Background: an optimization exercise with open tools, aiming at small area and a short achievable clock period. Do not read the settings as production practice.
Only simulation tests tie the RTL to the original design; equivalence was not proved.
No run shown here takes its clock network from TritonCTS; it comes from the design's own scripts or RTL.
The clock input has no modelled driver; a real chip could not lean on it and would need a root buffer or a full tree.
No activity file was given, so power comes from the tool's default toggle rates.

--- config.mk ---
export PLATFORM = sky130hd
export DESIGN_NAME = SPI_Wrapper
export DESIGN_NICKNAME = SPI_Wrapper
export VERILOG_FILES = /design/flow/design.v
export SDC_FILE = /design/flow/constraint.sdc
export NUM_CORES = 4
export LEC_CHECK = 0
export CAP_MARGIN = 30
export CORE_MARGIN = 2
export CORE_UTILIZATION = 55
export SETUP_SLACK_MARGIN = 3.8
export SLEW_MARGIN = 30
--- constraint.sdc ---
create_clock -name core_clock -period 6.0 [get_ports {wclk}]
set_input_delay 1.2000 -clock core_clock [delete_from_list [all_inputs] [get_ports {wclk}]]
set_output_delay 1.2000 -clock core_clock [all_outputs]
set_load 0.01 [all_outputs]
--- design.v ---
module SPI_SLAVE (
    input            MOSI,
    input            SS_n,
    input            clk,
    input            rst_n,
    input      [7:0] rd_data,    
    output reg       MISO,
    output           pre,        
    output reg       act,        
    output reg [9:0] word
);
    localparam IC = 2'd0, WR = 2'd1, RA = 2'd2, RD = 2'd3;
    reg [1:0] mode;
    reg [4:0] k;
    reg       flag;              
    reg [7:0] dout;              
    reg       at14;              
    assign pre = !SS_n && at14;
    always @(posedge clk)
        word <= {word[8:0], MOSI};
    always @(posedge clk or negedge rst_n) begin
        if (!rst_n) begin
            mode <= IC;
            k    <= 5'd3;
            flag <= 1'b0;
            at14 <= 1'b0;
            act  <= 1'b0;
            MISO <= 1'b0;
            dout <= 8'd0;
        end else begin
            act  <= pre;
            at14 <= !SS_n && mode != IC && k == 5'd13;
            MISO <= 1'b0;
            if (act && word[9:8] == 2'b11)
                dout <= rd_data;
            if (SS_n) begin
                mode <= IC;
                k    <= 5'd3;
                if (mode == IC || mode == WR)
                    flag <= 1'b0;
            end else begin
                case (mode)
                    IC: begin
                        if (k == 5'd3) begin
                            k <= 5'd4;
                        end else begin
                            k    <= 5'd5;
                            mode <= MOSI ? (flag ? RD : RA) : WR;
                        end
                    end
                    WR, RA: begin
                        if (k != 5'd15)
                            k <= k + 5'd1;
                        if (mode == WR)
                            flag <= 1'b0;
                        else if (k == 5'd14)
                            flag <= 1'b1;
                    end
                    RD: begin
                        k <= (k == 5'd24) ? 5'd3 : k + 5'd1;
                        if (k == 5'd14)
                            flag <= 1'b0;
                        if (k[4:3] == 2'b10)
                            MISO <= dout[k[2:0]];
                    end
                endcase
            end
        end
    end
endmodule
module RAM (
    input             clk,
    input             rst_n,
    input             pre,       
    input             MOSI,
    input             act,       
    input      [9:0]  din,
    output reg [7:0]  P
);
    localparam NR = 22;
    reg [1:0] c3, c4;
    reg       rho;
    reg [3:0] ra;
    reg [5:0] rb;
    reg [1:0] H, lo;
    reg       z;
    reg       pend;          
    reg       cmr;           
    reg       ncmr;          
    reg       capr;          
    reg       cap0r;         
    reg [7:0] pdata;
    reg [7:0] T;             
    reg       rhoT;          
    wire [1:0] n3 = c3[1] ? 2'd0 : c3 + 2'd1;
    wire [1:0] n4 = c4 + 2'd1;
    always @(posedge clk) begin
        c3  <= n3;
        c4  <= n4;
        rho <= rho ^ (n3 == 2'd0 && n4 == 2'd0);
    end
    wire [5:0] x = din[6:1];
    reg  [4:0] q;
    reg  [1:0] hq;
    always @(*) begin
        if (x[1:0] != 2'd3) begin
            q  = {1'b0, x[5:2]};
            hq = x[1:0];
        end else if (x[3:2] != 2'd3) begin
            q  = {3'b100, x[5:4]};
            hq = x[3:2];
        end else if (x[5:4] != 2'd3) begin
            q  = 5'd20;
            hq = x[5:4];
        end else begin
            q  = 5'd21;
            hq = 2'd0;
        end
    end
    always @(posedge clk) begin
        if (pre && !din[7]) begin
            ra <= 4'b0001 << q[1:0];
            rb <= 6'b000001 << q[4:2];
            H  <= hq;
            lo <= {din[0], MOSI};
        end else if (pre && z) begin
            ra <= 4'b0001;
            rb <= 6'b000001;
            H  <= 2'd0;
            lo <= 2'd0;
        end
    end
    wire is21 = ra[1] && rb[5];
    always @(posedge clk or negedge rst_n) begin
        if (!rst_n)
            z <= 1'b1;
        else if (act)
            z <= 1'b0;
    end
    wire write_op = act && din[9:8] == 2'b01;
    wire pend_n   = write_op || (pend && !cmr);
    wire match_n  = n4 == lo && (is21 || n3 == H);
    always @(posedge clk) begin
        if (write_op)
            pdata <= din[7:0];
        pend  <= pend_n;
        cmr   <= pend_n && match_n;
        ncmr  <= !(pend_n && match_n);
        capr  <= match_n;
        cap0r <= n3 == 2'd0 && n4 == 2'd0;
    end
    wire [8*NR-1:0] tap;
    wire [8*NR-1:0] tap1;
    wire [7:0] wd = pdata ^ {8{rho}};
    genvar r;
    generate
        for (r = 0; r < NR; r = r + 1) begin : g_ring
            localparam L = (r == NR - 1) ? 4 : 12;
            reg [8*L-1:0] f;
            wire we   = cmr && ra[r % 4] && rb[r / 4];
            wire we_n = ncmr || !ra[r % 4] || !rb[r / 4];
            wire [7:0] last = f[8*L-1:8*L-8];
            if (r == NR - 1) begin : g_plain
                always @(posedge clk)
                    f <= {f[8*L-9:0], we ? pdata : last};
            end else begin : g_inv
                always @(posedge clk)
                    f <= {f[8*L-9:0], ~((last | {8{we}}) & (wd | {8{we_n}}))};
            end
            assign tap[8*r +: 8]  = last;
            assign tap1[8*r +: 8] = f[8*L-9:8*L-16];
        end
    endgenerate
    reg [7:0] tsel;
    integer i;
    always @(*) begin
        tsel = 8'd0;
        for (i = 0; i < NR; i = i + 1)
            tsel = tsel | (tap1[8*i +: 8] & {8{ra[i % 4] && rb[i / 4]}});
    end
    always @(posedge clk) begin
        T    <= tsel;
        rhoT <= (rho ^ (n3 == 2'd0 && n4 == 2'd0)) && !is21;
    end
    wire       rz  = ra[0] && rb[0] && H == 2'd0 && lo == 2'd0;
    wire [7:0] tv  = T ^ {8{rhoT}};
    wire [7:0] t0v = tap[7:0] ^ {8{rho}};
    always @(posedge clk) begin
        if (z) begin
            if (cap0r)
                P <= (pend && rz) ? pdata : t0v;
        end else begin
            if (capr)
                P <= pend ? pdata : tv;
        end
    end
endmodule
module SPI_Wrapper (
    input   MOSI,
    input   wclk,
    input   wrst_n,
    input   SS_n,
    output  MISO
);
    wire       pre;
    wire       act;
    wire [9:0] word;
    wire [7:0] rd_data;
    SPI_SLAVE SPI (
        .MOSI(MOSI),
        .SS_n(SS_n),
        .clk(wclk),
        .rst_n(wrst_n),
        .rd_data(rd_data),
        .MISO(MISO),
        .pre(pre),
        .act(act),
        .word(word)
    );
    RAM Ram (
        .clk(wclk),
        .rst_n(wrst_n),
        .pre(pre),
        .MOSI(MOSI),
        .act(act),
        .din(word),
        .P(rd_data)
    );
endmodule
--- flow/run.sh ---
#!/bin/bash
# The standard layout, with the clock tree built by flow/cts_tree.tcl.
set -euo pipefail
here=$(pwd)
export PRE_CTS_TCL="$here/flow/cts_tree.tcl"
bash standard.sh > "$here/standard.log" 2>&1
--- flow/cts_tree.tcl ---
# Sourced by ORFS's cts.tcl before clock tree synthesis (PRE_CTS_TCL).
# Replaces TritonCTS with a two-level tree: the clock port drives 4 root
# buffers (buf_16); each root drives the leaf buffers of one quarter of the
# die; each leaf buffer (buf_12) drives about 28 nearby flip-flops. Sinks are split into groups
# of equal size by recursive bisection along the longer side, so every
# flip-flop sees the same two buffers and about the same load.

proc my_tree_bisect { items n } {
  if { $n <= 1 } { return [list $items] }
  set xs {}; set ys {}
  foreach p $items { lappend xs [lindex $p 1]; lappend ys [lindex $p 2] }
  set xs [lsort -integer $xs]; set ys [lsort -integer $ys]
  set key [expr { ([lindex $xs end] - [lindex $xs 0]) >= ([lindex $ys end] - [lindex $ys 0]) ? 1 : 2 }]
  set s [lsort -integer -index $key $items]
  set n1 [expr { $n / 2 }]
  set k [expr { int(round(double([llength $s]) * $n1 / $n)) }]
  return [concat [my_tree_bisect [lrange $s 0 [expr { $k - 1 }]] $n1] \
                 [my_tree_bisect [lrange $s $k end] [expr { $n - $n1 }]]]
}

proc my_tree_center { g } {
  set sx 0; set sy 0
  foreach p $g { incr sx [lindex $p 1]; incr sy [lindex $p 2] }
  set n [llength $g]
  return [list [expr { $sx / $n }] [expr { $sy / $n }]]
}

rename clock_tree_synthesis my_triton_cts
proc clock_tree_synthesis { args } {
  set leaf_size 28
  set nroot 4
  set block [ord::get_db_block]
  set master [[ord::get_db] findMaster sky130_fd_sc_hd__buf_16]
  set lmaster [[ord::get_db] findMaster sky130_fd_sc_hd__buf_12]
  set src [lindex [get_property [lindex [all_clocks] 0] sources] 0]
  set clk [$block findNet [get_full_name $src]]
  set sinks {}
  foreach it [$clk getITerms] {
    set bb [[$it getInst] getBBox]
    lappend sinks [list $it [expr { ([$bb xMin] + [$bb xMax]) / 2 }] [expr { ([$bb yMin] + [$bb yMax]) / 2 }]]
  }
  set nleaf [expr { int(ceil(double([llength $sinks]) / $leaf_size)) }]
  set nleaf [expr { int(ceil(double($nleaf) / $nroot)) * $nroot }]
  set leaves {}
  set i 0
  foreach g [my_tree_bisect $sinks $nleaf] {
    lassign [my_tree_center $g] cx cy
    set inst [odb::dbInst_create $block $lmaster "clkbuf_leaf_${i}_wclk"]
    $inst setLocation $cx $cy
    $inst setPlacementStatus PLACED
    set net [odb::dbNet_create $block "clknet_leaf_${i}_wclk"]
    $net setSigType CLOCK
    foreach p $g {
      set it [lindex $p 0]
      $it disconnect
      $it connect $net
    }
    [$inst findITerm X] connect $net
    lappend leaves [list $inst $cx $cy]
    incr i
  }
  set j 0
  foreach g [my_tree_bisect $leaves $nroot] {
    lassign [my_tree_center $g] cx cy
    set inst [odb::dbInst_create $block $master "clkbuf_root_${j}_wclk"]
    $inst setLocation $cx $cy
    $inst setPlacementStatus PLACED
    set net [odb::dbNet_create $block "clknet_root_${j}_wclk"]
    $net setSigType CLOCK
    foreach p $g { [[lindex $p 0] findITerm A] connect $net }
    [$inst findITerm X] connect $net
    [$inst findITerm A] connect $clk
    incr j
  }
  puts "bench clock tree: [llength $sinks] sinks, $nleaf leaf buffers, $nroot root buffers"
  set_propagated_clock [all_clocks]
}
--- standard.sh ---
#!/bin/bash
# synth_recipe.tcl (not shown) runs the flow's synth.tcl, then flattens the netlist and writes it again
# the make line also repeats each setting of config.mk as NAME=value (left out here)
make -C /OpenROAD-flow-scripts/flow DESIGN_CONFIG=/design/flow/config.mk WORK_HOME=/design/flow/orfs CLKGATE_MAP_FILE= SYNTH_SCRIPT=/design/flow/synth_recipe.tcl "${@:-finish}"
==> results_dict.tcl, run 1 <==
set metrics [dict create \
    clk_pin_slew_worst_paths_ps 110 \
    critPathLaunchType "register" \
    syn_nets 2795 \
    fmax_mhz 453 \
    synth.largest_area_cell "dfxtp_1" \
    synthCells 2782 \
    die-area_mm2 0.0882 \
    yosysUniqueCellTypes 60 \
    drc_errors 0 \
    final_max_slew_viol_count 0 \
    hold_class "reg2reg" \
    start_util_pct 55.4 \
    dp_hpwl_um 51200 \
    hold_buffers 0 \
    powerDensity_mw_per_mm2 402 \
    status "no timing/DRC/antenna violations" \
    async_flop_share_pct 0.940 \
    cp.required_ps 4800 \
    ios 5 \
    port_buffers 4 \
    synth_area_mm2 0.0472 \
    cp-end-kind "output pin" \
    final_util_pct 59.0 \
    grt_pass1_wl_um 118000 \
    gp_congestion 0.850 \
    drtIter0Drc 1239 \
    critPathKind "reg2out" \
    grt_pass1_vias 18369 \
    dr.pass1.iters 9 \
    nets 2818 \
    register_area_mm2 0.0430 \
    vias 19002 \
    clk_latency_ps 490 \
    worst_slew_pin_slew_ps 844 \
    hold_ws_ps 314 \
    setup_viol 0 \
    ys_warn_count 2 \
    hold_viol_final 0 \
    multiInputGateArea_mm2 0.00385 \
    crit_family "flip-flops" \
    core_area_mm2 0.0851 \
    nFillCells 6482 \
    avgSynthCellArea_um2 17.0 \
    arrival_ps 1010 \
    synthFlopType "dfxtp_1" \
    avgViaCountPerCell 4.81 \
    fp.dieH_um 297 \
    fin_crit_sh_pct 36.8 \
    rsz0062_at_grt "yes" \
    antenna_found_initial 6 \
    synth_enable_flop_cells 30 \
    wl_um 79200 \
    min_period_ps 2210 \
    track_usage_pct 17.7 \
    synth-seq-cells 2127 \
    gr-total-overflow 0 \
    yosysSeqAreaShare_pct 91.1 \
    cp_num_buf_inv 1 \
    chipWidth_um 297 \
    cp_slowest_stage_delay_ps 380 \
    slew_headroom_pct 43.5 \
    area_growth_pct 6.40 \
    wl_per_cell_um 20.1 \
    cpMaxStageDelayCell "dfrtp_1" \
    drive_gt1_share_pct 5.49 \
    antenna_left 0 \
    rows 107 \
    leakagePower_nw 19.7 \
    synth_top_area_share_pct 88.1 \
    cap_violations 0 \
    peakVddDrop_mv 0.333 \
    setup_tns_ps 0 \
    grt_max_degree 38 \
    cp_max_fo 1 \
    crit_chain "buf_2" \
    ys_top_cells_by_area "dfxtp_1, o22ai_1, edfxtp_1" \
    fin_skew_ps 27.6 \
]
[path summary, 6_finish.rpt]
| kind | start | end | slack (ps) | depth (start not counted) |
|---|---|---|---|---|
| max reg2reg | Ram.ra[1] | Ram.T[4] | 3880 | 5 |
| min reg2reg | Ram.g_ring[17].f[20] | Ram.g_ring[17].f[28] | 310 | 0 |
| min | Ram.g_ring[17].f[20] | Ram.g_ring[17].f[28] | 310 | 0 |
| min in group asynchronous | wrst_n | SPI.mode[1] | 650 | 1 |
| max in group asynchronous | wrst_n | Ram.z | 5010 | 1 |
| max | SPI.MISO | MISO | 3790 | 1 |
[area by class of cell]
cell class | instances | share of cell area [%]
diodes | 2 | 0.00997
plain buffers | 80 | 3.25
inverters | 19 | 0.149
multi-input cells | 548 | 7.66
flip-flops and latches | 2127 | 85.6
well taps | 1144 | 2.85
repair buffers | 29 | 0.486
[cell usage after synthesis (all sizes together), types with 6 or more instances]
cell type,instances
o21ai,11
a222oi,24
mux2i,17
nand3b,6
edfxtp,30
clkbuf,69
and3,24
xnor2,10
nor2,24
and2,7
ha,9
nand3,19
nand2,35
nor3,8
mux2,19
a22o,15
o22ai,177
or2,8
dfrtp,17
a21oi,27
a22oi,32
xor2,17
buf,19
inv,16
dfxtp,2077
[repair_timing]
action / 4_1_cts / 5_1_grt
pin swaps: 1 / 0
cloned: 0 / 0
setup endpoints to repair: 133 / 27
buffers inserted: 4 / 3
resized for setup: 15 / 8
[kinds of logic after synthesis]
kind of cell / synth area share [%]
XOR/XNOR: 0.501
AND/OR/NAND/NOR: 1.72
multiplexers: 0.909
flip-flops: 91.1
adder cells (fa/ha/maj): 0.239
AO/OA/AOI/OAI: 4.65
buffers and inverters: 0.915
[sequential cells by signal (all words and copies together) (netlist names), 2 cells and up]
name and count:
SPI.word 10, SPI.dout 8, Ram.g_ring.f 2048, Ram.T 8, Ram.H 2, Ram.P 8
SPI.mode 2, Ram.pdata 8, Ram.c4 2, SPI.k 5, Ram.lo 2, Ram.ra 4
Ram.c3 2, Ram.rb 6
[metal layers]
metal / vias to the layer above / GRT usage (%) / wire (um)
li1: 9176 / - / -
met3: 134 / 2.27 / 3650
met1: 9298 / 27.0 / 39500
met4: 0 / 4.63 / 2440
met2: 394 / 26.7 / 33700
met5: - / 0 / 0
[layout by cell type, fill, tap and decap left out, drive strengths merged, types with 11 or more instances in the layout]
| master | netlist | final |
|---|---|---|
| nand3 | 19 | 19 |
| dfrtp | 17 | 17 |
| xor2 | 17 | 17 |
| and3 | 24 | 24 |
| nor2 | 24 | 24 |
| mux2 | 19 | 19 |
| o22ai | 177 | 177 |
| edfxtp | 30 | 30 |
| a222oi | 24 | 24 |
| nand2 | 35 | 35 |
| a22o | 15 | 15 |
| a22oi | 32 | 32 |
| mux2i | 17 | 17 |
| inv | 16 | 16 |
| a21oi | 27 | 27 |
| o21ai | 11 | 11 |
| buf | 19 | 107 |
| dfxtp | 2077 | 2077 |
[report_power, final]
part	switching, mW	internal (mW)	total, mW	leakage [nW]
combinational	0.0888	0.0647	0.153	1.54
sequential	0.0343	14.2	14.2	17.4
clock	3.75	2.11	5.86	0.765
[through the flow]
step / std cells / cell area (um^2) / setup slack (ps) / total power [mW]
6_report: 3949 / 50200 / 3790 / 20.2
5_1_grt: 3947 / 50200 / 3740 / 20.9
4_1_cts: 3944 / 50200 / 3740 / 20.4
3_5_place_dp: 3860 / 48500 / 3090 / 14.7
3_3_place_gp: 3860 / 48500 / 3090 / 14.7
2_1_floorplan: 2782 / 47200 / 3810 / 14.6
==> run 2: changes to the inputs <==
--- a/config.mk
+++ b/config.mk
@@ -7,6 +7,6 @@
 export LEC_CHECK = 0
 export CAP_MARGIN = 30
 export CORE_MARGIN = 2
-export CORE_UTILIZATION = 55
+export CORE_UTILIZATION = 50
 export SETUP_SLACK_MARGIN = 3.8
 export SLEW_MARGIN = 30
==> run 2 against run 1 <==
Net effect:
- still clean
- sequential share of layout area down 0.29 points
- area after synthesis unchanged
- global-route usage down 1.9 points
- sequential power about the same
- power about the same
- die area up 9.9%
- hold slack worse by 1.7 ps
==> results_dict.tcl, run 2 <==
set metrics [dict create \
    status "no timing/DRC/antenna violations" \
    gp_congestion 0.846 \
    drive_gt1_share_pct 5.39 \
    fmax_mhz 454 \
    synth_compound_area_share_pct 4.65 \
    dp_hpwl_um 51000 \
    area_growth_pct 6.76 \
    rsz0062_at_grt "yes" \
    nets 2818 \
    synth_xor_area_share_pct 0.501 \
    avgSynthCellArea_um2 17.0 \
    hold_viol_final 0 \
    port_buffers 4 \
    vias 18952 \
    chipWidth_um 311 \
    arrival_ps 1000 \
    holdPathEnd "Ram.g_ring[0].f[31]" \
    route.met3.wl_um 3130 \
    regMostFlops "Ram.g_ring.f" \
    avgViaCountPerCell 4.67 \
    synthFlopType "dfxtp_1" \
    wl_per_cell_um 19.5 \
    cpMaxStageDelayCell "dfrtp_1" \
    cp_max_fo 1 \
    die-area_mm2 0.0969 \
    reg2regPathDepth 6 \
    layout_common_cells "dfxtp_1, o22ai_1, buf_12" \
    dpl_cell_area_mm2 0.0486 \
    largest_register_ffs 2048 \
    peakVddDrop_mv 0.326 \
    grt_max_degree 38 \
    fin_area_mm2 0.0504 \
    ys_warn_count 2 \
    setup_viol 0 \
    fin_cells 4062 \
    crit_chain "buf_2" \
    rows 112 \
    setup_tns_ps 0 \
    synth_area_mm2 0.0472 \
    dr.pass1.iters 7 \
    antenna_left 0 \
    place_inst 3971 \
    critPathLaunchType "register" \
    cap_violations 0 \
    gr-total-overflow 0 \
    antenna_found_initial 1 \
    worst_slew_pin_slew_ps 937 \
    synthTopCellsByCount "dfxtp_1, o22ai_1, clkbuf_1, nand2_1, a22oi_1" \
    core_area_mm2 0.0935 \
    synth-simple-area-share_pct 1.72 \
    cp.required_ps 4800 \
    fin_crit_sh_pct 36.7 \
    rr_endpoint "Ram.T[2]" \
    ys_top_cells_by_area "dfxtp_1, o22ai_1, edfxtp_1" \
    synth.largest_area_cell "dfxtp_1" \
    start_util_pct 50.5 \
    synthCells 2782 \
    min_period_ps 2200 \
    synth_top_family_by_area "compound AO/OA/AOI/OAI gates" \
    drc_errors 0 \
    synth_enable_flop_cells 30 \
    final_max_slew_viol_count 0 \
    yosys-mux-area-fraction_pct 0.909 \
    synth_top_area_share_pct 88.1 \
    hold_class "reg2reg" \
    slew_headroom_pct 37.5 \
    grt_pass1_vias 18147 \
    yosysUniqueCellTypes 60 \
    top_layer_used "met4" \
    synth.most_common_cell "dfxtp_1" \
    drtIter0Drc 1417 \
    track_usage_pct 15.8 \
    layout_setup_ws_ps 3800 \
    place_ws_ps 3120 \
    rr_startpoint "Ram.ra[3]" \
    final_common_cell "dfxtp_1" \
    worstHoldStart "Ram.g_ring[0].f[23]" \
    async_flop_share_pct 0.940 \
    nFillCells 7416 \
    dr_wl_met2_um 33900 \
    cp_num_buf_inv 1 \
    cp-end-kind "output pin" \
    fp.dieH_um 311 \
    min_path_cells 0 \
    powerDensity_mw_per_mm2 401 \
    wl_um 79200 \
    synth-seq-cells 2127 \
    top_regs "Ram.g_ring.f: 2048 flops, SPI.word: 10 flops" \
    crit_family "flip-flops" \
    synth_fa_ha_area_share_pct 0.239 \
    ios 5 \
    yosysSeqAreaShare_pct 91.1 \
    cp_slowest_stage_delay_ps 380 \
    grt_pass1_wl_um 116000 \
    fin_skew_ps 42.8 \
    clk_pin_slew_worst_paths_ps 120 \
    r2r_setup_slack_ps 3840 \
    leakagePower_nw 19.8 \
    critPathKind "reg2out" \
    wl_met1_um 39700 \
    syn_nets 2795 \
    clk_latency_ps 490 \
]
run 2: routing by layer:
layer  track usage, %  vias to the layer above
li1                 -                     9191
met1             24.2                     9254
met2             23.9                      374
met3             1.60                      133
met4             4.13                        0
met5                0                        -
run 2: logic make-up after synthesis:
group | after synthesis
adders and majority gates | 9
and+or+nand+nor | 154
AOI/OAI and AO/OA | 320
DFF | 2127
muxes | 38
xor gates and xnor gates | 27
buffers and inverters | 107
run 2: power by group:
| group | switching (mW) | internal (mW) |
|---|---|---|
| Combinational | 0.0897 | 0.0650 |
| Sequential | 0.0380 | 14.2 |
| Clock | 3.76 | 2.11 |
| Total | 3.89 | 16.3 |
run 2: area by class of cell:
cell class | instances | area, um^2 | area share, %
antenna | 5 | 12.5 | 0.0248
buffer | 80 | 1630 | 3.24
inverter | 19 | 72.6 | 0.144
multi-input combinational | 548 | 3820 | 7.59
sequential | 2127 | 43000 | 85.3
tap | 1254 | 1570 | 3.11
timing repair buffer | 29 | 297 | 0.588
run 2: worst max-delay path by stage:
stage	startpoint	endpoint	slack, ps	cells past startpoint
finish	SPI.MISO	MISO	3800	1
global route	SPI.MISO	MISO	3730	1
CTS	SPI.MISO	MISO	3760	1
detailed placement	SS_n	Ram.ra[1]	3120	6
global placement	SS_n	Ram.ra[1]	3120	6
floorplan	SS_n	SPI.flag	3810	5
run 2: what timing repair did:
| action | 4_1_cts | 5_1_grt |
|---|---|---|
| pin swaps | 0 | 1 |
| gates resized for setup | 14 | 13 |
| cloned | 0 | 2 |
| hold buffers | 0 | 0 |
| setup buffers | 1 | 3 |
| setup endpoints to repair | 102 | 11 |
run 2: through the flow:
stage                     power [mW]  utilization, %  hold WS, ps
final                           20.2            53.9          312
after global routing            20.9            53.9          319
after CTS                       20.4            53.8          308
after detailed placement        14.7            52.0          312
after global placement          14.7            52.0          310
after floorplan                 14.6               -          310
==> run 3: changes to the inputs <==
--- a/config.mk
+++ b/config.mk
@@ -8,5 +8,5 @@
 export CAP_MARGIN = 30
 export CORE_MARGIN = 2
 export CORE_UTILIZATION = 50
-export SETUP_SLACK_MARGIN = 3.8
+export SETUP_SLACK_MARGIN = 3.85
 export SLEW_MARGIN = 30
==> run 3 against run 2 <==
Net effect:
- fmax shrank 0.26%
- global-route usage grew 0.087 points
- utilization grew 0.27 points
- clock skew shrank 14 ps
- die area is the same
- clock power is essentially flat
- wire length grew 2.4%
- power shrank 0.15%
- area after synthesis is the same
- final cell count grew 0.47%
==> results_dict.tcl, run 3 <==
set metrics [dict create \
    hold_ws_ps 315 \
    reg2regPathDepth 5 \
    grt_pass1_vias 18241 \
    rsz0062_at_grt "yes" \
    worst_slew_pin_slew_ps 857 \
    critPathKind "reg2out" \
    final_common_cell "dfxtp_1" \
    min_period_ps 2210 \
    synthTopCellsByCount "dfxtp_1, o22ai_1, clkbuf_1, nand2_1, a22oi_1" \
    ys_warn_count 2 \
    grt_max_degree 37 \
    regMostFlops "Ram.g_ring.f" \
    clkPwrFrac_pct 28.9 \
    ios 5 \
    yosysSeqAreaShare_pct 91.1 \
    rr_startpoint "Ram.ra[3]" \
    peakVddDrop_mv 0.304 \
    powerDensity_mw_per_mm2 399 \
    synth-seq-cells 2127 \
    setup_viol 0 \
    final_util_pct 54.2 \
    p_comb_share_pct 0.8 \
    fin_area_mm2 0.0506 \
    synthCells 2782 \
    crit_chain "clkbuf_2" \
    synth_xor_area_share_pct 0.501 \
    fin_skew_ps 29.1 \
    cap_violations 0 \
    slew_headroom_pct 42.7 \
    setup_tns_ps 0 \
    synthFlopType "dfxtp_1" \
    top_regs "Ram.g_ring.f: 2048 flops, SPI.word: 10 flops" \
    swShare_pct 19.1 \
    fin_crit_sh_pct 36.8 \
    final_max_slew_viol_count 0 \
    synth.most_common_cell "dfxtp_1" \
    p_total_mw 20.2 \
    gp_congestion 0.839 \
    internal_power_mw 16.3 \
    hold_viol_final 0 \
    syn_nets 2795 \
    synth_enable_flop_cells 30 \
    fp.dieH_um 311 \
    async_flop_share_pct 0.940 \
    layout_setup_ws_ps 3790 \
    yosys-mux-area-fraction_pct 0.909 \
    cp_slowest_stage_delay_ps 400 \
    cp-end-kind "output pin" \
    synth.largest_area_cell "dfxtp_1" \
    avgSynthCellArea_um2 17.0 \
    nets 2839 \
    grt_pass1_wl_um 116000 \
    rr_endpoint "Ram.T[0]" \
    yosysUniqueCellTypes 60 \
    track_usage_pct 15.8 \
    start_util_pct 50.5 \
    cp.required_ps 4800 \
    leakagePower_nw 19.9 \
    dp_hpwl_um 51200 \
    gr-total-overflow 0 \
    port_buffers 4 \
    avgViaCountPerCell 4.68 \
    hold_buffers 0 \
    cpMaxStageDelayCell "dfrtp_1" \
    synth_area_mm2 0.0472 \
    synth_compound_area_share_pct 4.65 \
    crit_path_end "MISO" \
    cp_max_fo 1 \
    antenna_left 0 \
    crit_family "flip-flops" \
    synth_fa_ha_area_share_pct 0.239 \
    wl_um 81100 \
    arrival_ps 1010 \
    dpl_cell_area_mm2 0.0486 \
    dr.pass1.iters 6 \
    layout_common_cells "dfxtp_1, o22ai_1, buf_12" \
    path_depth 1 \
    critPathLaunch "SPI.MISO" \
    clk_pin_slew_worst_paths_ps 110 \
    largest_register_ffs 2048 \
    synth-simple-area-share_pct 1.72 \
    critPathLaunchType "register" \
    drc_errors 0 \
    r2r_setup_slack_ps 3840 \
    clk_latency_ps 480 \
    fin_cells 4081 \
    p_switching_mw 3.86 \
    fmax_mhz 453 \
    area_growth_pct 7.30 \
    place_ws_ps 3070 \
    place_inst 3972 \
    hold_class "reg2reg" \
    rows 112 \
    die-area_mm2 0.0969 \
    drive_gt1_share_pct 6.30 \
    drtIter0Drc 1545 \
    wl_per_cell_um 19.9 \
    core_area_mm2 0.0935 \
    ys_top_cells_by_area "dfxtp_1, o22ai_1, edfxtp_1" \
    synth_top_family_by_area "compound AO/OA/AOI/OAI gates" \
    vias 19089 \
    antenna_found_initial 7 \
    cp_num_buf_inv 1 \
    synth_top_area_share_pct 88.1 \
    status "no timing/DRC/antenna violations" \
    p_seq_share_pct 70.3 \
    chipWidth_um 311 \
]
[run 3: cell counts after synthesis]
Identical to the previous run, type by type.
[run 3: how the worst min path moves through the flow]
stage / depth (start not counted) / from / end
floorplan: 0 / Ram.g_ring[0].f[2] / Ram.g_ring[0].f[10]
global placement: 0 / Ram.g_ring[19].f[63] / Ram.g_ring[19].f[71]
detailed placement: 0 / Ram.g_ring[12].f[78] / Ram.g_ring[12].f[86]
CTS: 0 / Ram.g_ring[0].f[18] / Ram.g_ring[0].f[26]
global route: 0 / Ram.g_ring[14].f[76] / Ram.g_ring[14].f[84]
finish: 0 / Ram.g_ring[0].f[18] / Ram.g_ring[0].f[26]
[run 3: cell families after synthesis]
kind of cell / Yosys count
adder cells (fa/ha/maj): 9
flip-flops: 2127
multiplexers: 38
XOR/XNOR: 27
AO/OA/AOI/OAI: 320
AND/OR/NAND/NOR: 154
buffers and inverters: 107
[run 3: area by class of cell]
class / count / area (um^2)
inverter: 19 / 71.3
multi-input combinational: 548 / 3850
antenna: 3 / 7.51
tap: 1254 / 1570
sequential: 2127 / 43000
buffer: 80 / 1630
fill: 7452 / 42800
timing repair buffer: 50 / 528
[run 3: power groups by stage]
stage	sequential, mW	clock (mW)	combinational [mW]
2_1_floorplan	14.5	0	0.125
3_3_place_gp	14.5	0	0.159
3_5_place_dp	14.5	0	0.154
4_1_cts	14.2	6.03	0.155
5_1_grt	14.2	6.49	0.174
6_report	14.2	5.84	0.155
[run 3: repair_timing]
action                                  CTS  global route
resized for setup                        17            22
gates cloned                              0             5
endpoints found under the setup margin  138            27
setup buffers                             1            20
pin swaps                                 1            10
[run 3: per-layer routing]
metal	wire (um)	track usage, %
met3	4440	2.33
met5	0	0
met1	39400	23.7
met4	2780	4.85
met2	34400	23.8
==> run 4: changes to the inputs <==
--- a/design.v
+++ b/design.v
@@ -183,16 +183,12 @@
         rhoT <= (rho ^ (n3 == 2'd0 && n4 == 2'd0)) && !is21;
     end
     wire       rz  = ra[0] && rb[0] && H == 2'd0 && lo == 2'd0;
-    wire [7:0] tv  = T ^ {8{rhoT}};
-    wire [7:0] t0v = tap[7:0] ^ {8{rho}};
-    always @(posedge clk) begin
-        if (z) begin
-            if (cap0r)
-                P <= (pend && rz) ? pdata : t0v;
-        end else begin
-            if (capr)
-                P <= pend ? pdata : tv;
-        end
+    wire [7:0] sv  = z ? tap[7:0] : T;
+    wire       sp  = z ? rho : rhoT;
+    wire       hit = pend && (!z || rz);
+    always @(posedge clk) begin
+        if (z ? cap0r : capr)
+            P <= hit ? pdata : sv ^ {8{sp}};
     end
 endmodule
 module SPI_Wrapper (
--- a/config.mk
+++ b/config.mk
@@ -8,5 +8,5 @@
 export CAP_MARGIN = 30
 export CORE_MARGIN = 2
 export CORE_UTILIZATION = 50
-export SETUP_SLACK_MARGIN = 3.85
+export SETUP_SLACK_MARGIN = 3.8
 export SLEW_MARGIN = 30
==> run 4 against run 3 <==
Net effect:
- still clean on timing, DRC and antenna
- first-iteration DRC count down 19%
- area after synthesis decreased by 0.17%
- final cell count shrank 1.0%
- critical path depth is 5 higher
- utilization is 0.35 points lower
- hold slack improved by 5.7 ps
- worst setup slack better by 7.3 ps
- power about the same
- synthesized cell count shrank 0.86%
- wire length is 3.9% lower
- sequential share of layout area is 0.67 points higher
- sequential cell count stayed put
- critical endpoint is now Ram.ra[1]
- highest routed layer unchanged
==> results_dict.tcl, run 4 <==
set metrics [dict create \
    status "no timing/DRC/antenna violations" \
    yosysUniqueCellTypes 62 \
    syn_nets 2771 \
    slew_headroom_pct 34.5 \
    fp.dieH_um 311 \
    final_max_slew_viol_count 0 \
    layout_setup_ws_ps 3800 \
    clk_pin_slew_worst_paths_ps 110 \
    ios 5 \
    yosysSeqAreaShare_pct 91.2 \
    synth_area_mm2 0.0471 \
    synth-seq-cells 2127 \
    track_usage_pct 15.8 \
    synthCells 2758 \
    grt_pass1_vias 18402 \
    hold_buffers 0 \
    gr-total-overflow 0 \
    critPathLaunchType "primary input" \
    core_area_mm2 0.0933 \
    hold_class "reg2reg" \
    cp.required_ps 6240 \
    synth_enable_flop_cells 30 \
    wl_per_cell_um 19.3 \
    dp_hpwl_um 50100 \
    setup_tns_ps 0 \
    final_common_cell "dfxtp_1" \
    ys_top_cells_by_area "dfxtp_1, o22ai_1, edfxtp_1" \
    async_flop_share_pct 0.940 \
    largest_register_ffs 2048 \
    start_util_pct 50.5 \
    cp_max_fo 11 \
    wl_um 78000 \
    vias 18805 \
    fmax_mhz 454 \
    min_period_ps 2200 \
    worst_slew_pin_slew_ps 981 \
    ys_warn_count 2 \
    critPathKind "in2reg" \
    synth.most_common_cell "dfxtp_1" \
    register_area_mm2 0.0430 \
    dr.pass1.iters 5 \
    chipWidth_um 311 \
    avgSynthCellArea_um2 17.1 \
    place_ws_ps 3070 \
    p_total_mw 20.2 \
    antenna_found_initial 5 \
    fin_skew_ps 24.7 \
    hold_viol_final 0 \
    nFillCells 7434 \
    grt_pass1_wl_um 117000 \
    top_regs "Ram.g_ring.f: 2048 flops, SPI.word: 10 flops" \
    arrival_ps 2440 \
    synthTopCellsByCount "dfxtp_1, o22ai_1, clkbuf_1, nand2_1, a22oi_1" \
    nets 2797 \
    die-area_mm2 0.0967 \
    multiInputGateArea_mm2 0.00378 \
    cap_violations 0 \
    synthFlopType "dfxtp_1" \
    port_buffers 4 \
    hold_ws_ps 321 \
    synth_top_area_share_pct 88.2 \
    drive_gt1_share_pct 5.39 \
    setup_viol 0 \
    grt_max_degree 38 \
    gp_congestion 0.808 \
    antenna_left 0 \
    drtIter0Drc 1251 \
    powerDensity_mw_per_mm2 402 \
    clk_latency_ps 480 \
    fin_crit_sh_pct 36.7 \
    avgViaCountPerCell 4.65 \
    peakVddDrop_mv 0.256 \
    final_util_pct 53.8 \
    rsz0062_at_grt "yes" \
    layout_common_cells "dfxtp_1, o22ai_1, buf_12" \
    leakagePower_nw 19.6 \
    drc_errors 0 \
    regMostFlops "Ram.g_ring.f" \
    area_growth_pct 6.63 \
    synth.largest_area_cell "dfxtp_1" \
    cp-end-kind "register" \
    rows 112 \
]
[run 4: cell count changes in the layout (fill, tap and decap cells not counted), sizes merged, moves of 5 or more]
cell | before | now
a21oi | 27 | 19
a222oi | 24 | 19
a22o | 15 | 23
a22oi | 32 | 40
buf | 122 | 103
clkbuf | 7 | 1
mux2 | 19 | 27
mux2i | 17 | 10
nand2 | 35 | 45
nand3 | 19 | 7
nor2 | 24 | 17
o22ai | 177 | 172
xnor2 | 10 | 2
[run 4: cells by family (layout without fill, tap and decap cells)]
logic type               count (synthesis)  in the layout  synth area share [%]
flip-flops                            2127           2127                  91.2
AO/OA/AOI/OAI                          313            313                  4.64
AND/OR/NAND/NOR                        150            150                  1.72
buffers and inverters                  101            125                 0.858
multiplexers                            39             39                 0.961
XOR/XNOR                                19             19                 0.353
adder cells (fa/ha/maj)                  9              9                 0.239
other                                    0              4                     0
[run 4: cell type report]
cell class | count | area share (%)
antenna | 4 | 0.0199
buffer | 80 | 3.25
inverter | 19 | 0.142
multi-input combinational | 530 | 7.52
sequential | 2127 | 85.6
tap | 1254 | 3.12
timing repair buffer | 26 | 0.393
[run 4: worst max-delay path: stages]
cell           delay, ps
dlygate4sd2_1        450
nand2b_4             260
inv_1                 60
nand2b_1             160
nor3_1                70
a32o_1               240
[run 4: metal layers]
layer	GRT usage, %	wire, um	part of all wire [%]	up-vias
met5	0	0	0	-
li1	-	-	-	9103
met4	3.68	2110	2.7	0
met2	24.8	34400	44	348
met1	23.7	38400	49	9239
met3	1.64	3040	3.9	115
[run 4: path summary, 6_finish.rpt]
check	to	startpoint	cells past startpoint	slack [ps]
worst min register to register	Ram.g_ring[5].f[34]	Ram.g_ring[5].f[26]	0	320
min in group asynchronous	SPI.MISO	wrst_n	1	660
max in group asynchronous	SPI.k[1]	wrst_n	1	4990
worst max register to register	Ram.T[5]	Ram.ra[0]	4	3870
worst min-delay path	Ram.g_ring[5].f[34]	Ram.g_ring[5].f[26]	0	320
worst max-delay path	Ram.ra[1]	SS_n	6	3800
[run 4: through the flow]
stage,instance area [um^2],instances
detailed placement,48600,3951
floorplan,47100,2758
CTS,50200,4033
global placement,48600,3951
global route,50200,4036
finish,50200,4040
[run 4: repair_timing]
action | 4_1_cts | 5_1_grt
setup buffers | 2 | 3
pin swaps | 0 | 1
endpoints found under the setup margin | 32 | 29
endpoints found under the hold margin | 0 | 0
resized for setup | 2 | 6
[run 4: power breakdown]
part / internal (mW) / leakage, nW / switching [mW]
clock: 2.11 / 0.765 / 3.74
combinational: 0.0644 / 1.42 / 0.0900
sequential: 14.2 / 17.4 / 0.0338
==> run 5: changes to the inputs <==
--- a/config.mk
+++ b/config.mk
@@ -7,6 +7,6 @@
 export LEC_CHECK = 0
 export CAP_MARGIN = 30
 export CORE_MARGIN = 2
-export CORE_UTILIZATION = 50
+export CORE_UTILIZATION = 55
 export SETUP_SLACK_MARGIN = 3.8
 export SLEW_MARGIN = 30
==> run 5 against run 4 <==
Net effect:
- still clean on timing, DRC and antenna
- die area fell by 9.0%
- critical path depth is 5 lower
- fmax rose by 0.87%
- critical path type is now reg2out
- largest power group unchanged
- highest routed layer unchanged
==> results_dict.tcl, run 5 <==
set metrics [dict create \
    syn_nets 2771 \
    wl_um 78300 \
    grt_pass1_vias 18167 \
    setup_tns_ps 0 \
    critPathLaunchType "register" \
    largest_register_ffs 2048 \
    drtIter0Drc 1274 \
    peakVddDrop_mv 0.313 \
    vias 18801 \
    final_common_cell "dfxtp_1" \
    rows 107 \
    port_buffers 4 \
    powerDensity_mw_per_mm2 403 \
    cpMaxStageDelayCell "dfrtp_1" \
    cp-end-kind "output pin" \
    cp.required_ps 4800 \
    hold_viol_final 0 \
    top_regs "Ram.g_ring.f: 2048 flops, SPI.word: 10 flops" \
    min_period_ps 2180 \
    synth-seq-cells 2127 \
    fin_skew_ps 36.8 \
    dr.pass1.iters 6 \
    cp_slowest_stage_delay_ps 370 \
    drc_errors 0 \
    synth_area_mm2 0.0471 \
    p_total_mw 20.2 \
    drive_gt1_share_pct 5.46 \
    synthCells 2758 \
    regMostFlops "Ram.g_ring.f" \
    hold_ws_ps 312 \
    clk_pin_slew_worst_paths_ps 110 \
    wl_per_cell_um 19.9 \
    layout_common_cells "dfxtp_1, o22ai_1, buf_12" \
    arrival_ps 980 \
    clk_latency_ps 490 \
    synth_enable_flop_cells 30 \
    synthFlopType "dfxtp_1" \
    worst_slew_pin_slew_ps 957 \
    avgViaCountPerCell 4.79 \
    avgSynthCellArea_um2 17.1 \
    synth_top_area_share_pct 88.2 \
    chipWidth_um 297 \
    synthTopCellsByCount "dfxtp_1, o22ai_1, clkbuf_1, nand2_1, a22oi_1" \
    start_util_pct 55.4 \
    crit_family "flip-flops" \
    yosysSeqAreaShare_pct 91.2 \
    fmax_mhz 458 \
    rsz0062_at_grt "yes" \
    ys_top_cells_by_area "dfxtp_1, o22ai_1, edfxtp_1" \
    nets 2798 \
    cp_max_fo 1 \
    area_growth_pct 6.33 \
    synth.largest_area_cell "dfxtp_1" \
    cap_violations 0 \
    die-area_mm2 0.0880 \
    gp_congestion 0.788 \
    cp_num_buf_inv 1 \
    gr-total-overflow 0 \
    ys_warn_count 2 \
    fp.dieH_um 297 \
    dp_hpwl_um 49100 \
    r2r_setup_slack_ps 3880 \
    core_area_mm2 0.0850 \
    ios 5 \
    fin_crit_sh_pct 36.4 \
    slew_headroom_pct 36.1 \
    antenna_left 0 \
    status "no timing/DRC/antenna violations" \
    final_max_slew_viol_count 0 \
    hold_class "reg2reg" \
    async_flop_share_pct 0.940 \
    setup_viol 0 \
    yosysUniqueCellTypes 62 \
    track_usage_pct 17.7 \
    hold_buffers 0 \
    crit_chain "buf_2" \
    grt_pass1_wl_um 116000 \
    grt_max_degree 38 \
    critPathKind "reg2out" \
    leakagePower_nw 19.6 \
    synth.most_common_cell "dfxtp_1" \
    antenna_found_initial 1 \
]
==> run 5: cell counts after synthesis <==
Identical to the previous run, type by type.
==> run 5: cell families (layout without fill, tap and decap cells) <==
kind of cell               Yosys count  after routing  share of synthesized area (%)
muxes                               39             39                          0.961
DFF                               2127           2127                           91.2
buffers and inverters              101            126                          0.858
AOI/OAI and AO/OA                  313            313                           4.64
other                                0              1                              0
xor gates and xnor gates            19             19                          0.353
and+or+nand+nor                    150            150                           1.72
adders and majority gates            9              9                          0.239
==> run 5: final timing paths <==
| path | cells after the start | startpoint | endpoint |
|---|---|---|---|
| worst min-delay path | 0 | Ram.g_ring[13].f[47] | Ram.g_ring[13].f[55] |
| worst min register to register | 0 | Ram.g_ring[13].f[47] | Ram.g_ring[13].f[55] |
| min in group asynchronous | 1 | wrst_n | SPI.k[4] |
| max in group asynchronous | 1 | wrst_n | SPI.k[1] |
| worst max-delay path | 1 | SPI.MISO | MISO |
| worst max register to register | 5 | Ram.rb[1] | Ram.T[1] |
==> run 5: power breakdown <==
part	internal (mW)	switching [mW]
combinational	0.0642	0.0867
sequential	14.2	0.0349
clock	2.11	3.75
total	16.3	3.88
==> run 5: what timing repair did <==
item | CTS | global route
pin swaps | 1 | 0
setup endpoints to repair | 35 | 16
buffers inserted | 2 | 3
gates resized for setup | 6 | 3
==> run 5: cell type report <==
type	count	area [um^2]
antenna	1	2.50
buffer	80	1630
fill	6444	34900
inverter	19	71.3
multi-input combinational	530	3770
sequential	2127	43000
tap	1144	1430
timing repair buffer	27	205
==> run 5: metal layers <==
metal / track usage [%] / routed length (um)
met3: 1.82 / 3010
met5: 0 / 0
met4: 3.89 / 2070
met2: 28.0 / 34700
met1: 26.6 / 38600
==> run 5: through the flow <==
stage	std cells	setup WS (ps)	cell area [um^2]	util, %
after floorplan	2758	3810	47100	-
after global placement	3842	3150	48400	57.0
after detailed placement	3842	3140	48400	57.0
after CTS	3924	3690	50100	58.9
after global routing	3927	3770	50100	58.9
final	3928	3820	50100	58.9
==> run 6: changes to the inputs <==
--- a/design.v
+++ b/design.v
@@ -183,12 +183,16 @@
         rhoT <= (rho ^ (n3 == 2'd0 && n4 == 2'd0)) && !is21;
     end
     wire       rz  = ra[0] && rb[0] && H == 2'd0 && lo == 2'd0;
-    wire [7:0] sv  = z ? tap[7:0] : T;
-    wire       sp  = z ? rho : rhoT;
-    wire       hit = pend && (!z || rz);
-    always @(posedge clk) begin
-        if (z ? cap0r : capr)
-            P <= hit ? pdata : sv ^ {8{sp}};
+    wire [7:0] tv  = T ^ {8{rhoT}};
+    wire [7:0] t0v = tap[7:0] ^ {8{rho}};
+    always @(posedge clk) begin
+        if (z) begin
+            if (cap0r)
+                P <= (pend && rz) ? pdata : t0v;
+        end else begin
+            if (capr)
+                P <= pend ? pdata : tv;
+        end
     end
 endmodule
 module SPI_Wrapper (
--- a/flow/cts_tree.tcl
+++ b/flow/cts_tree.tcl
@@ -1,9 +1,10 @@
 # Sourced by ORFS's cts.tcl before clock tree synthesis (PRE_CTS_TCL).
 # Replaces TritonCTS with a two-level tree: the clock port drives 4 root
-# buffers (buf_16); each root drives the leaf buffers of one quarter of the
-# die; each leaf buffer (buf_12) drives about 28 nearby flip-flops. Sinks are split into groups
+# buffers; each root drives the leaf buffers of one quarter of the die; each
+# leaf buffer drives about 32 nearby flip-flops. Sinks are split into groups
 # of equal size by recursive bisection along the longer side, so every
-# flip-flop sees the same two buffers and about the same load.
+# flip-flop sees the same two buffers and about the same load. A group that
+# spans more than 80 um is split again.
 
 proc my_tree_bisect { items n } {
   if { $n <= 1 } { return [list $items] }
@@ -18,6 +19,26 @@
                  [my_tree_bisect [lrange $s $k end] [expr { $n - $n1 }]]]
 }
 
+proc my_tree_hp { g } {
+  set xs {}; set ys {}
+  foreach p $g { lappend xs [lindex $p 1]; lappend ys [lindex $p 2] }
+  set xs [lsort -integer $xs]; set ys [lsort -integer $ys]
+  return [expr { [lindex $xs end] - [lindex $xs 0] + [lindex $ys end] - [lindex $ys 0] }]
+}
+
+# Split any group wider than hp_max (half-perimeter, dbu) in two.
+proc my_tree_split { groups hp_max } {
+  set out {}
+  foreach g $groups {
+    if { [llength $g] >= 8 && [my_tree_hp $g] > $hp_max } {
+      set out [concat $out [my_tree_split [my_tree_bisect $g 2] $hp_max]]
+    } else {
+      lappend out $g
+    }
+  }
+  return $out
+}
+
 proc my_tree_center { g } {
   set sx 0; set sy 0
   foreach p $g { incr sx [lindex $p 1]; incr sy [lindex $p 2] }
@@ -27,11 +48,11 @@
 
 rename clock_tree_synthesis my_triton_cts
 proc clock_tree_synthesis { args } {
-  set leaf_size 28
+  set leaf_size 32
   set nroot 4
   set block [ord::get_db_block]
-  set master [[ord::get_db] findMaster sky130_fd_sc_hd__buf_16]
-  set lmaster [[ord::get_db] findMaster sky130_fd_sc_hd__buf_12]
+  set master [[ord::get_db] findMaster sky130_fd_sc_hd__clkbuf_16]
+  set lmaster [[ord::get_db] findMaster sky130_fd_sc_hd__clkbuf_16]
   set src [lindex [get_property [lindex [all_clocks] 0] sources] 0]
   set clk [$block findNet [get_full_name $src]]
   set sinks {}
@@ -43,7 +64,10 @@
   set nleaf [expr { int(ceil(double($nleaf) / $nroot)) * $nroot }]
   set leaves {}
   set i 0
-  foreach g [my_tree_bisect $sinks $nleaf] {
+  set hp_max [expr { 80 * [$block getDbUnitsPerMicron] }]
+  set groups [my_tree_split [my_tree_bisect $sinks $nleaf] $hp_max]
+  set nleaf [llength $groups]
+  foreach g $groups {
     lassign [my_tree_center $g] cx cy
     set inst [odb::dbInst_create $block $lmaster "clkbuf_leaf_${i}_wclk"]
     $inst setLocation $cx $cy
--- a/config.mk
+++ b/config.mk
@@ -7,6 +7,6 @@
 export LEC_CHECK = 0
 export CAP_MARGIN = 30
 export CORE_MARGIN = 2
-export CORE_UTILIZATION = 55
-export SETUP_SLACK_MARGIN = 3.8
+export CORE_UTILIZATION = 50
+export SETUP_SLACK_MARGIN = 3.9
 export SLEW_MARGIN = 30
==> run 6 against run 5 <==
Net effect:
- clock power increased by 2%
- wire length increased by 1.4%
- power increased by 0.69%
- hold slack got worse by 22 ps
- worst setup slack improved by 46 ps
- critical path depth unchanged
- final area increased by 1.2%
- area after synthesis increased by 0.17%
- die area increased by 10%
- largest power group unchanged
==> results_dict.tcl, run 6 <==
set metrics [dict create \
    layout_common_cells "dfxtp_1, o22ai_1, clkbuf_16" \
    r2r_setup_slack_ps 3940 \
    wl_um 79400 \
    cp_max_fo 1 \
    wl_per_cell_um 19.6 \
    cp_slowest_stage_delay_ps 350 \
    cpMaxStageDelayCell "dfrtp_1" \
    antenna_found_initial 10 \
    area_growth_pct 7.44 \
    crit_family "flip-flops" \
    clk_latency_ps 540 \
    setup_viol 0 \
    rsz0062_at_grt "yes" \
    clk_pin_slew_worst_paths_ps 100 \
    grt_max_degree 38 \
    core_area_mm2 0.0935 \
    critPathKind "reg2out" \
    cp.required_ps 4800 \
    cp_num_buf_inv 1 \
    track_usage_pct 15.9 \
    hold_viol_final 0 \
    fp.dieH_um 311 \
    worstHoldStart "Ram.g_ring[9].f[43]" \
    leakagePower_nw 19.9 \
    cap_violations 0 \
    gp_congestion 0.851 \
    largest_register_ffs 2048 \
    ys_warn_count 2 \
    dp_hpwl_um 52000 \
    port_buffers 4 \
    setup_tns_ps 0 \
    synth_area_mm2 0.0472 \
    dr.pass1.iters 7 \
    synth.most_common_cell "dfxtp_1" \
    grt_pass1_wl_um 117000 \
    avgViaCountPerCell 4.68 \
    hold_class "reg2reg" \
    synth.largest_area_cell "dfxtp_1" \
    yosysSeqAreaShare_pct 91.1 \
    rr_startpoint "Ram.rb[4]" \
    synthCells 2782 \
    cp-end-kind "output pin" \
    drive_gt1_share_pct 5.46 \
    drc_errors 0 \
    min_period_ps 2140 \
    antenna_left 0 \
    yosysUniqueCellTypes 60 \
    arrival_ps 940 \
    fin_skew_ps 64.4 \
    critPathLaunch "SPI.MISO" \
    worst_slew_pin_slew_ps 805 \
    slew_headroom_pct 46.3 \
    ios 5 \
    synthTopCellsByCount "dfxtp_1, o22ai_1, clkbuf_1, nand2_1, a22oi_1" \
    ys_top_cells_by_area "dfxtp_1, o22ai_1, edfxtp_1" \
    synth_enable_flop_cells 30 \
    hold_buffers 0 \
    gr-total-overflow 0 \
    drtIter0Drc 1417 \
    top_regs "Ram.g_ring.f: 2048 flops, SPI.word: 10 flops" \
    chipWidth_um 311 \
    final_common_cell "dfxtp_1" \
    die-area_mm2 0.0969 \
    critPathLaunchType "register" \
    grt_pass1_vias 18239 \
    nets 2816 \
    start_util_pct 50.5 \
    fmax_mhz 468 \
    fin_crit_sh_pct 35.6 \
    synthFlopType "dfxtp_1" \
    crit_chain "clkbuf_2" \
    peakVddDrop_mv 0.293 \
    synth-seq-cells 2127 \
    final_util_pct 54.3 \
    rows 112 \
    avgSynthCellArea_um2 17.0 \
    final_max_slew_viol_count 0 \
    regMostFlops "Ram.g_ring.f" \
    status "no timing/DRC/antenna violations" \
    synth_top_area_share_pct 88.1 \
    syn_nets 2795 \
    powerDensity_mw_per_mm2 401 \
    async_flop_share_pct 0.940 \
    vias 19007 \
]
==> run 6: changes by cell type in the layout (fill, tap and decap cells not counted), moves of 9 or more <==
cell / before / now
clkbuf_16: 0 / 78
buf_12: 76 / 3
nand2_1: 43 / 34
nand3_1: 7 / 19
a22o_1: 23 / 14
==> run 6: final cells by class <==
type                       count  area [um^2]
tap                         1254         1570
timing repair buffer          29          269
antenna                        3         7.51
inverter                      19         71.3
multi-input combinational    548         3850
sequential                  2127        43000
fill                        7374        42800
buffer                        78         1950
==> run 6: final timing paths <==
check | end | cells after the start
min in group asynchronous | SPI.dout[4] | 1
max reg2reg | Ram.T[0] | 4
min reg2reg | Ram.g_ring[9].f[51] | 0
max in group asynchronous | SPI.k[1] | 1
min | Ram.g_ring[9].f[51] | 0
max | MISO | 1
==> run 6: logic make-up (layout without fill, tap and decap cells) <==
kind of cell / count (synthesis) / in the layout / synth area share [%]
AND/OR/NAND/NOR: 154 / 154 / 1.72
other: 0 / 3 / 0
XOR/XNOR: 27 / 27 / 0.501
adder cells (fa/ha/maj): 9 / 9 / 0.239
multiplexers: 38 / 38 / 0.909
buffers and inverters: 107 / 126 / 0.915
AO/OA/AOI/OAI: 320 / 320 / 4.65
flip-flops: 2127 / 2127 / 91.1
==> run 6: stage by stage <==
| step | cells | setup slack, ps | total power [mW] | cell area, um^2 | hold WS [ps] |
|---|---|---|---|---|---|
| CTS | 4055 | 3670 | 20.5 | 50700 | 289 |
| finish | 4058 | 3860 | 20.4 | 50700 | 290 |
| global route | 4055 | 3810 | 21.0 | 50700 | 289 |
| detailed placement | 3969 | 3110 | 14.7 | 48600 | 312 |
| global placement | 3969 | 3090 | 14.7 | 48600 | 310 |
| floorplan | 2782 | 3860 | 14.6 | 47200 | 310 |
==> run 6: what timing repair did <==
| action | in CTS | in global routing |
|---|---|---|
| gates resized for setup | 12 | 14 |
| pin swaps | 0 | 1 |
| setup buffers | 8 | 0 |
| endpoints found under the setup margin | 146 | 20 |
==> run 6: power by group <==
group | total, mW | leakage (nW) | internal (mW) | switching (mW)
clock network | 6.00 | 0.961 | 2.31 | 3.68
registers | 14.2 | 17.4 | 14.2 | 0.0362
logic | 0.150 | 1.55 | 0.0639 | 0.0863
total | 20.4 | 19.9 | 16.5 | 3.80
==> run 6: routing by layer <==
| layer | vias up | global-route usage (%) | share of wire, % |
|---|---|---|---|
| met4 | 4 | 4.30 | 3.0 |
| met5 | - | 0 | 0.028 |
| met2 | 409 | 24.2 | 43 |
| met1 | 9305 | 24.0 | 49 |
| li1 | 9155 | - | - |
| met3 | 134 | 2.17 | 5.1 |
==> run 7: changes to the inputs <==
--- a/design.v
+++ b/design.v
@@ -14,8 +14,7 @@
     reg [4:0] k;
     reg       flag;              
     reg [7:0] dout;              
-    reg       at14;              
-    assign pre = !SS_n && at14;
+    assign pre = !SS_n && mode != IC && k == 5'd14;
     always @(posedge clk)
         word <= {word[8:0], MOSI};
     always @(posedge clk or negedge rst_n) begin
@@ -23,13 +22,11 @@
             mode <= IC;
             k    <= 5'd3;
             flag <= 1'b0;
-            at14 <= 1'b0;
             act  <= 1'b0;
             MISO <= 1'b0;
             dout <= 8'd0;
         end else begin
             act  <= pre;
-            at14 <= !SS_n && mode != IC && k == 5'd13;
             MISO <= 1'b0;
             if (act && word[9:8] == 2'b11)
                 dout <= rd_data;
@@ -80,18 +77,15 @@
     localparam NR = 22;
     reg [1:0] c3, c4;
     reg       rho;
-    reg [3:0] ra;
-    reg [5:0] rb;
+    reg [4:0] R;
     reg [1:0] H, lo;
     reg       z;
     reg       pend;          
     reg       cmr;           
-    reg       ncmr;          
     reg       capr;          
     reg       cap0r;         
     reg [7:0] pdata;
     reg [7:0] T;             
-    reg       rhoT;          
     wire [1:0] n3 = c3[1] ? 2'd0 : c3 + 2'd1;
     wire [1:0] n4 = c4 + 2'd1;
     always @(posedge clk) begin
@@ -119,18 +113,15 @@
     end
     always @(posedge clk) begin
         if (pre && !din[7]) begin
-            ra <= 4'b0001 << q[1:0];
-            rb <= 6'b000001 << q[4:2];
+            R  <= q;
             H  <= hq;
             lo <= {din[0], MOSI};
         end else if (pre && z) begin
-            ra <= 4'b0001;
-            rb <= 6'b000001;
+            R  <= 5'd0;
             H  <= 2'd0;
             lo <= 2'd0;
         end
     end
-    wire is21 = ra[1] && rb[5];
     always @(posedge clk or negedge rst_n) begin
         if (!rst_n)
             z <= 1'b1;
@@ -139,13 +130,12 @@
     end
     wire write_op = act && din[9:8] == 2'b01;
     wire pend_n   = write_op || (pend && !cmr);
-    wire match_n  = n4 == lo && (is21 || n3 == H);
+    wire match_n  = n4 == lo && (R == 5'd21 || n3 == H);
     always @(posedge clk) begin
         if (write_op)
             pdata <= din[7:0];
         pend  <= pend_n;
         cmr   <= pend_n && match_n;
-        ncmr  <= !(pend_n && match_n);
         capr  <= match_n;
         cap0r <= n3 == 2'd0 && n4 == 2'd0;
     end
@@ -157,41 +147,31 @@
         for (r = 0; r < NR; r = r + 1) begin : g_ring
             localparam L = (r == NR - 1) ? 4 : 12;
             reg [8*L-1:0] f;
-            wire we   = cmr && ra[r % 4] && rb[r / 4];
-            wire we_n = ncmr || !ra[r % 4] || !rb[r / 4];
+            wire we = cmr && R == r;
             wire [7:0] last = f[8*L-1:8*L-8];
             if (r == NR - 1) begin : g_plain
                 always @(posedge clk)
                     f <= {f[8*L-9:0], we ? pdata : last};
             end else begin : g_inv
                 always @(posedge clk)
-                    f <= {f[8*L-9:0], ~((last | {8{we}}) & (wd | {8{we_n}}))};
+                    f <= {f[8*L-9:0], ~(we ? wd : last)};
             end
             assign tap[8*r +: 8]  = last;
             assign tap1[8*r +: 8] = f[8*L-9:8*L-16];
         end
     endgenerate
-    reg [7:0] tsel;
-    integer i;
-    always @(*) begin
-        tsel = 8'd0;
-        for (i = 0; i < NR; i = i + 1)
-            tsel = tsel | (tap1[8*i +: 8] & {8{ra[i % 4] && rb[i / 4]}});
-    end
-    always @(posedge clk) begin
-        T    <= tsel;
-        rhoT <= (rho ^ (n3 == 2'd0 && n4 == 2'd0)) && !is21;
-    end
-    wire       rz  = ra[0] && rb[0] && H == 2'd0 && lo == 2'd0;
-    wire [7:0] tv  = T ^ {8{rhoT}};
+    always @(posedge clk)
+        T <= tap1[8*R +: 8];
+    wire       rz  = R == 5'd0 && H == 2'd0 && lo == 2'd0;
+    wire [7:0] tv  = T ^ {8{rho && R != 5'd21}};
     wire [7:0] t0v = tap[7:0] ^ {8{rho}};
     always @(posedge clk) begin
         if (z) begin
             if (cap0r)
-                P <= (pend && rz) ? pdata : t0v;
+                P <= (cmr && rz) ? pdata : t0v;
         end else begin
             if (capr)
-                P <= pend ? pdata : tv;
+                P <= cmr ? pdata : tv;
         end
     end
 endmodule
--- a/flow/cts_tree.tcl
+++ b/flow/cts_tree.tcl
@@ -3,8 +3,7 @@
 # buffers; each root drives the leaf buffers of one quarter of the die; each
 # leaf buffer drives about 32 nearby flip-flops. Sinks are split into groups
 # of equal size by recursive bisection along the longer side, so every
-# flip-flop sees the same two buffers and about the same load. A group that
-# spans more than 80 um is split again.
+# flip-flop sees the same two buffers and about the same load.
 
 proc my_tree_bisect { items n } {
   if { $n <= 1 } { return [list $items] }
@@ -19,26 +18,6 @@
                  [my_tree_bisect [lrange $s $k end] [expr { $n - $n1 }]]]
 }
 
-proc my_tree_hp { g } {
-  set xs {}; set ys {}
-  foreach p $g { lappend xs [lindex $p 1]; lappend ys [lindex $p 2] }
-  set xs [lsort -integer $xs]; set ys [lsort -integer $ys]
-  return [expr { [lindex $xs end] - [lindex $xs 0] + [lindex $ys end] - [lindex $ys 0] }]
-}
-
-# Split any group wider than hp_max (half-perimeter, dbu) in two.
-proc my_tree_split { groups hp_max } {
-  set out {}
-  foreach g $groups {
-    if { [llength $g] >= 8 && [my_tree_hp $g] > $hp_max } {
-      set out [concat $out [my_tree_split [my_tree_bisect $g 2] $hp_max]]
-    } else {
-      lappend out $g
-    }
-  }
-  return $out
-}
-
 proc my_tree_center { g } {
   set sx 0; set sy 0
   foreach p $g { incr sx [lindex $p 1]; incr sy [lindex $p 2] }
@@ -50,9 +29,9 @@
 proc clock_tree_synthesis { args } {
   set leaf_size 32
   set nroot 4
+  set buf sky130_fd_sc_hd__clkbuf_16
   set block [ord::get_db_block]
-  set master [[ord::get_db] findMaster sky130_fd_sc_hd__clkbuf_16]
-  set lmaster [[ord::get_db] findMaster sky130_fd_sc_hd__clkbuf_16]
+  set master [[ord::get_db] findMaster $buf]
   set src [lindex [get_property [lindex [all_clocks] 0] sources] 0]
   set clk [$block findNet [get_full_name $src]]
   set sinks {}
@@ -64,12 +43,9 @@
   set nleaf [expr { int(ceil(double($nleaf) / $nroot)) * $nroot }]
   set leaves {}
   set i 0
-  set hp_max [expr { 80 * [$block getDbUnitsPerMicron] }]
-  set groups [my_tree_split [my_tree_bisect $sinks $nleaf] $hp_max]
-  set nleaf [llength $groups]
-  foreach g $groups {
+  foreach g [my_tree_bisect $sinks $nleaf] {
     lassign [my_tree_center $g] cx cy
-    set inst [odb::dbInst_create $block $lmaster "clkbuf_leaf_${i}_wclk"]
+    set inst [odb::dbInst_create $block $master "clkbuf_leaf_${i}_wclk"]
     $inst setLocation $cx $cy
     $inst setPlacementStatus PLACED
     set net [odb::dbNet_create $block "clknet_leaf_${i}_wclk"]
--- a/config.mk
+++ b/config.mk
@@ -8,5 +8,8 @@
 export CAP_MARGIN = 30
 export CORE_MARGIN = 2
 export CORE_UTILIZATION = 50
-export SETUP_SLACK_MARGIN = 3.9
+export CTS_BUF_LIST = sky130_fd_sc_hd__clkbuf_16
+export CTS_CLUSTER_DIAMETER = 80
+export CTS_CLUSTER_SIZE = 30
+export SETUP_SLACK_MARGIN = 3.7
 export SLEW_MARGIN = 30
==> run 7 against run 6 <==
Net effect:
- utilization fell by 0.28 points
- sequential cell count shrank 8
- still clean
- largest cell class unchanged
- hold slack better by 37 ps
- wire length fell by 13%
- register-to-register slack got worse by 280 ps
==> results_dict.tcl, run 7 <==
set metrics [dict create \
    fin_cells 4204 \
    cp_num_buf_inv 1 \
    synth-seq-cells 2119 \
    fp.dieH_um 313 \
    ys_warn_count 2 \
    cp-end-kind "register" \
    start_util_pct 50.3 \
    arrival_ps 2580 \
    port_buffers 4 \
    synthTopCellsByCount "dfxtp_1, nor2_1, a21oi_1, nand2_1, o21ai_0" \
    gr-total-overflow 0 \
    multiInputGateArea_mm2 0.00464 \
    final_max_slew_viol_count 0 \
    ys_top_cells_by_area "dfxtp_1, edfxtp_1, a21oi_1" \
    dr.pass1.iters 4 \
    setup_tns_ps 0 \
    cap_violations 0 \
    powerDensity_mw_per_mm2 391 \
    cp_slowest_stage_delay_ps 560 \
    synth_area_mm2 0.0476 \
    p_total_mw 20.0 \
    fin_crit_sh_pct 38.9 \
    min_period_ps 2340 \
    regMostFlops "Ram.g_ring.f" \
    critPathKind "reg2reg" \
    nets 2953 \
    rsz0062_at_grt "yes" \
    setup_viol 0 \
    async_flop_share_pct 0.897 \
    avgSynthCellArea_um2 16.4 \
    worst_slew_pin_slew_ps 932 \
    track_usage_pct 13.8 \
    antenna_cells 0 \
    synth_enable_flop_cells 25 \
    layout_common_cells "dfxtp_1, nor2_1, a21oi_1" \
    peakVddDrop_mv 0.333 \
    cpMaxStageDelayCell "edfxtp_1" \
    status "no timing/DRC/antenna violations" \
    leakagePower_nw 20.0 \
    cp.required_ps 6240 \
    yosysUniqueCellTypes 64 \
    hold_viol_final 0 \
    final_common_cell "dfxtp_1" \
    wl_um 68800 \
    crit_chain "buf_4 -> nor4b_4 -> nand2_2 -> o41ai_1 -> a221oi_1" \
    synth.largest_area_cell "dfxtp_1" \
    grt_max_degree 36 \
    yosysSeqAreaShare_pct 89.8 \
    synthCells 2903 \
    fin_skew_ps 18.6 \
    antenna_found_initial 0 \
    slew_headroom_pct 37.0 \
    chipWidth_um 313 \
    drive_gt1_share_pct 6.84 \
    antenna_left 0 \
    register_area_mm2 0.0428 \
    rows 113 \
    critPathLaunchType "register" \
    grt_pass1_wl_um 106000 \
    avgViaCountPerCell 4.42 \
    core_area_mm2 0.0947 \
    die-area_mm2 0.0978 \
    synthFlopType "dfxtp_1" \
    grt_pass1_vias 18068 \
    cp_max_fo 17 \
    fmax_mhz 428 \
    syn_nets 2915 \
    wl_per_cell_um 16.4 \
    fin_area_mm2 0.0511 \
    dp_hpwl_um 43300 \
    layout_setup_ws_ps 3660 \
    synth_top_area_share_pct 87.2 \
    crit_family "simple AND/OR/NAND/NOR gates" \
    nFillCells 7556 \
    drc_errors 0 \
    dpl_cell_area_mm2 0.0491 \
    clk_latency_ps 500 \
    drtIter0Drc 1063 \
    top_regs "Ram.g_ring.f: 2048 flops, SPI.word: 10 flops" \
    synth.most_common_cell "dfxtp_1" \
    gp_congestion 0.792 \
    place_ws_ps 2860 \
    hold_class "reg2reg" \
    area_growth_pct 7.34 \
    clk_pin_slew_worst_paths_ps 110 \
    hold_buffers 0 \
    place_inst 4120 \
    largest_register_ffs 2048 \
    ios 5 \
    vias 18586 \
]
-- run 7: report_power, final --
group          internal [mW]  switching (mW)
clock                   2.15            3.61
sequential              14.1          0.0283
combinational         0.0555          0.0661
total                   16.3            3.70
-- run 7: worst paths after layout --
| path | startpoint | endpoint | slack (ps) | cells past startpoint |
|---|---|---|---|---|
| setup / recovery | Ram.R[0] | Ram.P[7] | 3660 | 5 |
| hold / removal | Ram.g_ring[9].f[59] | Ram.g_ring[9].f[67] | 330 | 0 |
| setup reg to reg | Ram.R[0] | Ram.P[7] | 3660 | 5 |
| hold reg to reg | Ram.g_ring[9].f[59] | Ram.g_ring[9].f[67] | 330 | 0 |
| max in group asynchronous | wrst_n | Ram.z | 5030 | 1 |
| min in group asynchronous | wrst_n | SPI.k[4] | 630 | 1 |
-- run 7: per-stage QoR --
step                      hold WS (ps)  utilization, %
after global routing               335            54.0
after floorplan                    310               -
final                              328            54.0
after global placement             310            51.9
after CTS                          328            53.9
after detailed placement           312            51.9
-- run 7: final cells by class --
type	instances	area share, %
multi-input cells	698	9.07
repair buffers	36	0.565
flip-flops and latches	2119	83.6
well taps	1265	3.10
inverters	14	0.103
plain buffers	72	3.52
-- run 7: worst register-to-register path: stages, from the launching register on --
cell and delay (ps):
edfxtp_1 560, buf_4 220, nor4b_4 500, nand2_2 320, o41ai_1 390, a221oi_1 90
-- run 7: logic make-up after synthesis --
kind of cell / after synthesis / synth area share, %
buffers and inverters: 86 / 0.835
muxes: 94 / 2.53
adders and majority gates: 8 / 0.210
and+or+nand+nor: 311 / 2.97
AOI/OAI and AO/OA: 258 / 3.18
xor gates and xnor gates: 27 / 0.496
DFF: 2119 / 89.8
-- run 7: routing by layer --
metal	wire (um)	up-vias	global-route usage, %
met2	29000	223	21.0
met1	36100	8943	21.7
li1	-	9312	-
met5	0	-	0
met3	2150	108	1.30
met4	1530	0	2.66
-- run 7: repair_timing --
action / 4_1_cts / 5_1_grt
pin swaps: 5 / 1
resized for setup: 26 / 11
endpoints found under the setup margin: 188 / 64
buffers inserted: 9 / 2

[what the ideal ports hide]
No port has a modelled driver above. Below, the same layouts with a new extraction and two added sets of constraints. Step 1 assumes that a clkbuf_16 drives the clock port and a buf_2 every other input. Step 2 times the ports against the registers' clock, not the clock port: input delays grow and output delays shrink by t, the midpoint of the rising clock arrivals with the driver on. Three values: ideal, step 1, step 2; two values: the first two.
run	t (ns)	setup slack, ns
run 1	0.629	3.791 / 3.636 / 3.397
run 2	0.629	3.796 / 3.639 / 3.393
run 3	0.621	3.791 / 3.638 / 3.627
run 4	0.629	3.798 / 3.667 / 3.304
run 5	0.627	3.817 / 3.659 / 3.418
run 6	0.636	3.863 / 3.725 / 3.587
run 7	0.633	3.664 / 3.662 / 3.441
After both steps every run listed still meets setup and hold.
